Source: an optimization exercise on an open RTL-to-GDS flow (aim: small area and a short achievable clock period). Production flows keep margins and buffers that such runs may drop.
The RTL was checked by simulation tests, not by an equivalence proof against the original design.
No activity file was given, so power comes from the tool's default toggle rates.

==> design/flow/design.v <==
`timescale 1ns / 1ps
module RISCuva0 ( clk, reset,
 				  progAddress, progData, progReset,
 				  dataIn, dataOut,
				  portAddress, portRead, portWrite,
 				  intReq, intAck );
	input 	clk, reset; 		 
	output [9:0] progAddress; 	 
	input [13:0] progData; 		 
	output progReset; 			 
	input [7:0] dataIn; 		 
	output [7:0] dataOut; 		 
	output [7:0] portAddress; 	 
	output portRead; 			 
	output portWrite; 			 
	input intReq; 				 
	output intAck; 				 
    logic [7:0] dataBus; 					 
	logic [2+9:0] stackValue; 				 
	logic zeroFlag, carryFlag; 				 
	logic [13:0] opCode; 	
	logic [1:0] opA; 
	logic [1:0] opB;
	logic [1:0] opC;
	logic [3:0] rM;
	logic [3:0] rN;
	logic [9:0] immAddr;
	logic [7:0] immData;
	logic [4:0] immPort;
	assign opCode = progData; 	 
	assign opA = opCode[13:12];  
	assign opB = opCode[11:10];  
	assign opC = opCode[ 9: 8];  
	assign rM = opCode[ 7: 4]; 	 
	assign rN = opCode[ 3: 0]; 	 
	assign immAddr = opCode[ 9:0];  
	assign immData = opCode[11:4];  
	assign immPort = opCode[ 8:4];  
    logic MISC, JP, LOAD, ALU, CALL, GOTO, RETS, MOVOUT, RETN, RETI;
	logic DI, EI, FLAG_Z, FLAG_NZ, FLAG_C, FLAG_NC, LOGIX, ARITH;
	logic SHIFT, MOVIN, MOV, XNOR, OR, AND, ADD, ADC, SUB, SBC, ASR;
	logic RRC, ROR, ROL, IND, SEQ, DIR; 
    assign MISC = (opA == 2'b00);
	assign JP = (opA == 2'b01);
	assign LOAD = (opA == 2'b10);
	assign ALU = (opA == 2'b11);
	assign CALL = (opB == 2'b00);
	assign GOTO = (opB == 2'b01);
	assign RETS = (opB == 2'b10);
	assign MOVOUT = (opB == 2'b11);
	assign RETN = (opC == 2'b00);
	assign RETI = (opC == 2'b01);
	assign DI = (opC == 2'b10);
	assign EI = (opC == 2'b11);
	assign FLAG_Z = (opB == 2'b00);
	assign FLAG_NZ = (opB == 2'b01);
	assign FLAG_C = (opB == 2'b10);
	assign FLAG_NC = (opB == 2'b11);
	assign LOGIX = (opB == 2'b00);
	assign ARITH = (opB == 2'b01);
	assign SHIFT = (opB == 2'b10);
	assign MOVIN = (opB == 2'b11);
	assign MOV = (opC == 2'b00);
	assign XNOR = (opC == 2'b01);
	assign OR = (opC == 2'b10);
	assign AND = (opC == 2'b11);
	assign ADD = (opC == 2'b00);
	assign ADC = (opC == 2'b01);
	assign SUB = (opC == 2'b10);
	assign SBC = (opC == 2'b11);
	assign ASR = (opC == 2'b00);
	assign RRC = (opC == 2'b01);
	assign ROR = (opC == 2'b10);
	assign ROL = (opC == 2'b11);
	assign IND = (opC == 2'b00);
	assign SEQ = (opC == 2'b01);
	assign DIR = (opC >= 2'b10); 	
	logic [7:0] registerFile[0:15]; 			 
	always@(posedge clk)
	begin
	    if (reset)
	    begin
	       registerFile[0] <= 0;
	       registerFile[1] <= 1;
	    end   
		else if (LOAD | ALU)
			registerFile[rN] <= dataBus; 	 
	end
	logic [7:0] busN;
	assign busN = registerFile[rN]; 	 
	logic [7:0] busM;
	assign busM = registerFile[rM]; 	 
	logic [7:0] nextPort;
	always@(posedge clk)
	begin
        if (reset)
            nextPort <= 0;
        else if (portRead | portWrite)
            nextPort <= portAddress + 1; 	 
    end
	assign dataOut = busN; 					 
	assign portRead = ALU & MOVIN; 			 
	assign portWrite = MISC & MOVOUT; 		 
	assign portAddress = IND ? busM : 		 
						 SEQ ? nextPort :	 
							   {3'b111,immPort};  
	logic logicCarry;
	assign logicCarry = AND ? 1'b1 : OR ? 1'b0 : carryFlag;
	logic [7:0] logicALU;
	assign logicALU = AND ? busN & busM :
						  OR ?  busN | busM :
						  XNOR ? busN ~^ busM :
									 	 busM ; 
	logic [7:0] arithALU, altM;
	logic arithCarry, x, y, z;
	assign x = ADD ? 1'b0 : ADC ? carryFlag :
			   SUB ? 1'b1 : ~carryFlag;
	assign altM = (SUB | SBC) ? ~busM : busM;
	assign {z, arithALU, y} = {busN, 1'b1} + {altM, x};
	assign arithCarry = (SUB | SBC) ? ~z : z; 
	logic [7:0] shiftALU;
	logic shiftCarry;
	assign {shiftALU, shiftCarry} =
						ASR ? {busN[7], busN} :
						RRC ? {carryFlag, busN} :
						ROR ? {busN[0], busN} :
							  {busN[6:0], busN[7], busN[7]};
	always_comb
	begin
        dataBus = 8'b0;
        dataBus = ((LOAD | MISC) == 1)          ? immData   : dataBus;
        dataBus = (((ALU | JP) & LOGIX) == 1)   ? logicALU  : dataBus;
        dataBus = (((ALU | JP) & ARITH) == 1)   ? arithALU  : dataBus;
        dataBus = (((ALU | JP) & SHIFT) == 1)   ? shiftALU  : dataBus;
        dataBus = (((ALU | JP) & MOVIN) == 1)   ? dataIn    : dataBus;         
	end
	logic userEI, callingIRQ, intAck;
	logic mayIRQ;
	assign mayIRQ = ! (MISC & RETS
				  | MISC & MOVOUT
				  | ALU & MOVIN);
	logic validIRQ;
	assign validIRQ = intReq & ~intAck & userEI & mayIRQ;
	logic [9:0] destIRQ;
	assign destIRQ = callingIRQ ? 10'h001 : 10'h000;
	always@(posedge clk)
	begin
		if (reset) 					 userEI <= 0;
		else if (MISC & RETS & DI)   userEI <= 0;
		else if (MISC & RETS & EI)   userEI <= 1;
		if (reset) 					 intAck <= 0;
		else if (validIRQ) 			 intAck <= 1;
		else if (MISC & RETS & RETI) intAck <= 0;
		if (reset) 					 callingIRQ <= 0;
		else 						 callingIRQ <= validIRQ;
	end
	always@(posedge clk)
	begin
		if (MISC & RETS & RETI) 	 
			{carryFlag,zeroFlag} <= stackValue[11:10];
		else begin
			if (LOAD | ALU)  
				zeroFlag <= (dataBus == 8'h00);
			if (ALU & ~MOVIN)  
				carryFlag <= LOGIX ? logicCarry :
							 SHIFT ? shiftCarry :
									 arithCarry ;
		end
	end
	logic [9:0] PC;
	logic [9:0] nextPC, incrPC;
    logic validFlag;
	assign validFlag = FLAG_Z ?   zeroFlag :
				 	 FLAG_NZ ? ~zeroFlag :
					 FLAG_C ?  carryFlag :
							  ~carryFlag ; 	
	logic onRet;
	assign onRet = MISC & RETS & (RETN | RETI);
	logic onJump;
	assign onJump = MISC & (GOTO | CALL) | JP & validFlag;
	assign incrPC = PC + (callingIRQ ? 0 : 1);
	always_comb
	begin
	   nextPC = 10'b0;
	   nextPC = (!(onRet == 1) | !(onJump == 1))      ? incrPC : nextPC;
	   nextPC = (onRet == 1)                          ? stackValue[9:0]    : nextPC;
       nextPC = (onJump == 1)                         ? immAddr | destIRQ : nextPC;
	end
	always@(posedge clk)
	begin
        if (reset)
            PC <= 0;
        else
            PC <= nextPC;
    end
	assign progAddress = nextPC;
	assign progReset = (reset == 1) ? 1 : validIRQ; 
	logic [3:0] SP;  
	always@(posedge clk)
	begin
		if (reset) 							SP <= 0;
		else if (MISC & CALL) 				SP <= SP + 1;
		else if (MISC & RETS & (RETN|RETI)) SP <= SP - 1;
	end
	logic [3:0] mySP;
	assign mySP = (CALL | GOTO) ? SP : SP - 1;
	logic [2+9:0] stackMem[0:15]; 		 
	always@(posedge clk)
	begin
		if (MISC & CALL)  
			stackMem [mySP] <= {carryFlag, zeroFlag, incrPC};
	end
	assign stackValue = stackMem[mySP]; 
endmodule 	 
==> design/flow/run.sh <==
#!/bin/bash
# synth_recipe.tcl (not shown) runs the flow's synth.tcl, then flattens the netlist and writes it again
# the make line also repeats each setting of config.mk as NAME=value (left out here)
make -C /OpenROAD-flow-scripts/flow DESIGN_CONFIG=/design/flow/config.mk WORK_HOME=/design/flow/orfs CLKGATE_MAP_FILE= SYNTH_SCRIPT=/design/flow/synth_recipe.tcl finish
==> design/flow/config.mk <==
export PLATFORM = sky130hd
export DESIGN_NAME = RISCuva0
export DESIGN_NICKNAME = RISCuva0
export VERILOG_FILES = /design/flow/design.v
export SDC_FILE = /design/flow/constraint.sdc
export NUM_CORES = 4
export LEC_CHECK = 0
export CAP_MARGIN = 20
export CORE_MARGIN = 2
export CORE_UTILIZATION = 40
export SLEW_MARGIN = 20
==> design/flow/constraint.sdc <==
create_clock -name core_clock -period 7.0 [get_ports {clk}]
set_input_delay 1.4000 -clock core_clock [delete_from_list [all_inputs] [get_ports {clk}]]
set_output_delay 1.4000 -clock core_clock [all_outputs]
set_load 0.01 [all_outputs]
==> run notes <==
[cell type report]
type | instances | area [um2]
Antenna cell | 1 | 2.50
Clock buffer | 41 | 972
Clock inverter | 29 | 440
Fill cell | 3543 | 22100
Inverter | 37 | 139
Multi-Input combinational cell | 658 | 6370
Sequential cell | 347 | 10200
Tap cell | 539 | 674
Timing Repair Buffer | 114 | 1010
[metal layers]
metal  vias to the layer above  track usage (%)
met1                      5395             29.8
met3                        92             4.65
met5                         -                0
met4                         0             7.68
met2                       476             34.4
li1                       4569                -
[cells in the final DEF, fill, tap and decap left out, drive strengths merged, types with 7 or more instances in the layout]
cell type      netlist  layout
nor2b               26      26
buf                 35      64
nor3                16      16
mux2                14      14
clkinvlp             0       7
o22ai                8       8
clkbuf              26      41
dfxtp               25      25
o21ai               23      23
clkdlybuf4s50        0      50
inv                 36      37
mux2i               48      48
mux4               114     114
a211oi              17      17
a21oi               39      39
nand2b              16      16
a221oi               9       9
o211ai               9       9
nand3               18      18
xnor2               24      24
bufinv               0       9
a22oi               17      17
nand2               58      58
nor2                79      79
xor2                 9       9
edfxtp             322     322
and2                 7       7
ha                  30      30
clkinv               1      13
[cells in the mapped netlist, drive strengths merged, types with 9 or more instances]
library cell	number
nand3	18
mux2i	48
inv	36
nor2	79
a211oi	17
nand2	58
ha	30
xor2	9
a22oi	17
nor3	16
mux2	14
o211ai	9
dfxtp	25
buf	35
a21oi	39
mux4	114
edfxtp	322
clkbuf	26
xnor2	24
a221oi	9
nor2b	26
nand2b	16
o21ai	23
[path summary, 6_finish.rpt]
path	slack, ns	end	cells after the start	from
worst max-delay path	0.37	progAddress[9]	8	progData[11]
worst min-delay path	0.46	nextPort[0]	2	nextPort[0]
worst max register to register	2.54	zeroFlag	14	registerFile[12][2]
worst min register to register	0.46	nextPort[0]	2	nextPort[0]
[metrics by stage]
step           setup slack [ns]  total power [W]
6_report                  0.373          0.00527
5_1_grt                   0.171          0.00544
4_1_cts                   0.350          0.00530
3_5_place_dp              0.353          0.00308
3_3_place_gp              0.401          0.00308
2_1_floorplan              1.77          0.00285
[registers in the layout, summed over array words and instances, names as in the netlist]
register,cells
PC,10
SP,4
callingIRQ,1
carryFlag,1
intAck,1
nextPort,8
registerFile,128
stackMem,192
userEI,1
zeroFlag,1
[worst min-delay path, cell delays in order, from the launching register on]
cell and delay [ns]:
dfxtp_1 0.31, nand2_1 0.05, a21oi_1 0.05
[cell families after synthesis]
group / Yosys count / synth area share, %
multiplexers: 176 / 19.0
XOR/XNOR: 33 / 1.80
AND/OR/NAND/NOR: 264 / 7.73
adder cells (fa/ha/maj): 31 / 2.34
AO/OA/AOI/OAI: 154 / 6.17
flip-flops: 347 / 60.2
buffers and inverters: 98 / 2.77
[power by group]
group | switching (W) | internal [W] | total (W)
sequential | 0.0000171 | 0.00233 | 0.00235
combinational | 0.000405 | 0.000297 | 0.000702
clock | 0.000866 | 0.00136 | 0.00222
total | 0.00129 | 0.00398 | 0.00527
==> results.sh <==
export IMPL_fin_util_pct=47.3
export IMPL_wl_met2_um=22000
export IMPL_synth_distinct_cells=71
export IMPL_cts_inserted_buffers=38
export IMPL_critical_path_max_stage_delay_ns=0.78
export IMPL_placed_cells=1694
export IMPL_vdd_drop_max_mv=0.170
export IMPL_ys_seq_area_share_pct=60.2
export IMPL_design_area_mm2=0.0198
export IMPL_cts_root_buf="clkbuf_16"
export IMPL_critPathTopFamily="buffers and inverters"
export IMPL_rsz0062_at_grt="false"
export IMPL_min_period_ns=6.63
export IMPL_antenna_found_initial=0
export IMPL_netlist_area_mm2=0.0169
export IMPL_setup_violations=0
export IMPL_clockBufferDepth=3
export IMPL_grt_pass1_vias=10600
export IMPL_first_pass_iters=5
export IMPL_finalMaxSlewViolations=0
export IMPL_power_per_cell_area_mw_per_mm2=267
export IMPL_start_util_pct=40.4
export IMPL_core_area_mm2=0.0419
export IMPL_path_clk_slew_ns=0.06
export IMPL_cp_data_arrival_time_ns=5.23
export IMPL_final_setup_tns_ns=0
export IMPL_syn_inst=1103
export IMPL_drive_gt1_share_pct=23.4
export IMPL_critPathBufInv=3
export IMPL_clock_skew_ns=0.0341
export IMPL_grt_max_degree=29
export IMPL_whs_ns=0.459
export IMPL_die_width_um=210
export IMPL_wl_met1_um=19800
export IMPL_avgSynthCellArea_um2=15.3
export IMPL_num_rows=75
export IMPL_synth_fp_nets=1159
export IMPL_gp_congestion=0.916
export IMPL_worst_pin_slew_ns=1.17
export IMPL_outcome="no timing/DRC/antenna violations"
export IMPL_crit_chain="clkdlybuf4s50_1 > xnor2_4 > buf_4 > mux4_2 > mux4_2 > mux2i_1 > mux2i_1 > clkdlybuf4s50_1"
export IMPL_clkLatencyLatePin_ns=0.56
export IMPL_start_kind="primary input"
export IMPL_fin_nets=1252
export IMPL_die_h_um=210
export IMPL_maxCapViolCount=0
export IMPL_ant_nets=0
export IMPL_ys_async_sr_fraction_pct=0
export IMPL_hpwl_um=31800
export IMPL_cts_resized=0
export IMPL_slew_headroom_pct=21.9
export IMPL_synth_top_cell_by_area="edfxtp_1"
export IMPL_fin_crit_sh_pct=94.7
export IMPL_area_growth_pct=17.0
export IMPL_num_io_pins=55
export IMPL_routed_wirelength_um=46900
export IMPL_post_cts_buffers=0
export IMPL_vias=10500
export IMPL_dr_wl_met3_um=3630
export IMPL_drtIter0Drc=1281
export IMPL_grt_pass1_wl_um=69600
export IMPL_hold_viol_final=0
export IMPL_track_usage_pct=21.7
export IMPL_cts_hold_buffers=0
export IMPL_holdCritPathClass="reg -> reg"
export IMPL_ys_warn_count=1
export IMPL_io_buffers=54
export IMPL_synth_area_top_cells="edfxtp_1 (57%), mux4_2 (15%), dfxtp_1 (3.0%)"
export IMPL_highest_layer="met4"
export IMPL_cts_tree="built"
export IMPL_fmax_mhz=151
export IMPL_leakage_nw=6.68
export IMPL_die_area_mm2=0.0439
export IMPL_synth_edf_count=322
export IMPL_path_max_fanout=21
export IMPL_crit_required_ns=5.60
export IMPL_gr_total_overflow=0
export IMPL_synth_top_area_share_pct=57.2
export IMPL_drc=0
export IMPL_htreeDepth=2
export IMPL_wire_per_inst_um=26.6
export IMPL_final_cells=1766
export IMPL_cpMaxStageDelayCell="xnor2_4"
export IMPL_critPathKind="in -> out"
export IMPL_critPathCaptureType="output port"
export IMPL_ys_ff_latch=347
export IMPL_clock_sinks=347
export IMPL_synthFlopType="edfxtp_1"
export IMPL_via_per_inst=5.96
export IMPL_placed_cell_area_mm2=0.0183

==> afterwards: timing with drivers on the ports <==
In the flow no input, the clock included, has a driving cell. The finished layout below was timed again as built, in two steps.
Step 1: set_driving_cell puts a clkbuf_16 on clk and a buf_2 on each other input, an assumption about the parent block.
Step 2 moves the port delays by t, midway between the first and last clock arrival at a register: inputs arrive t later, outputs are due t later. That takes back most of the time a late clock gives input paths.
Slacks: ideal ports / drivers / drivers and shift; pairs: ideal ports / drivers.
shift t [ns]: 0.599
setup WS [ns]: 0.373 / 0.342 / 0.342
worst setup path after step 2: input to output
latest minus earliest clock arrival (ns): 0.038 / 0.037
slew at the worst register clock pin (ns): 0.07 / 0.07
After both steps this run still meets setup and hold. The setup slack of this run moves by -0.031 ns with the drivers and by -0.031 ns with both steps.
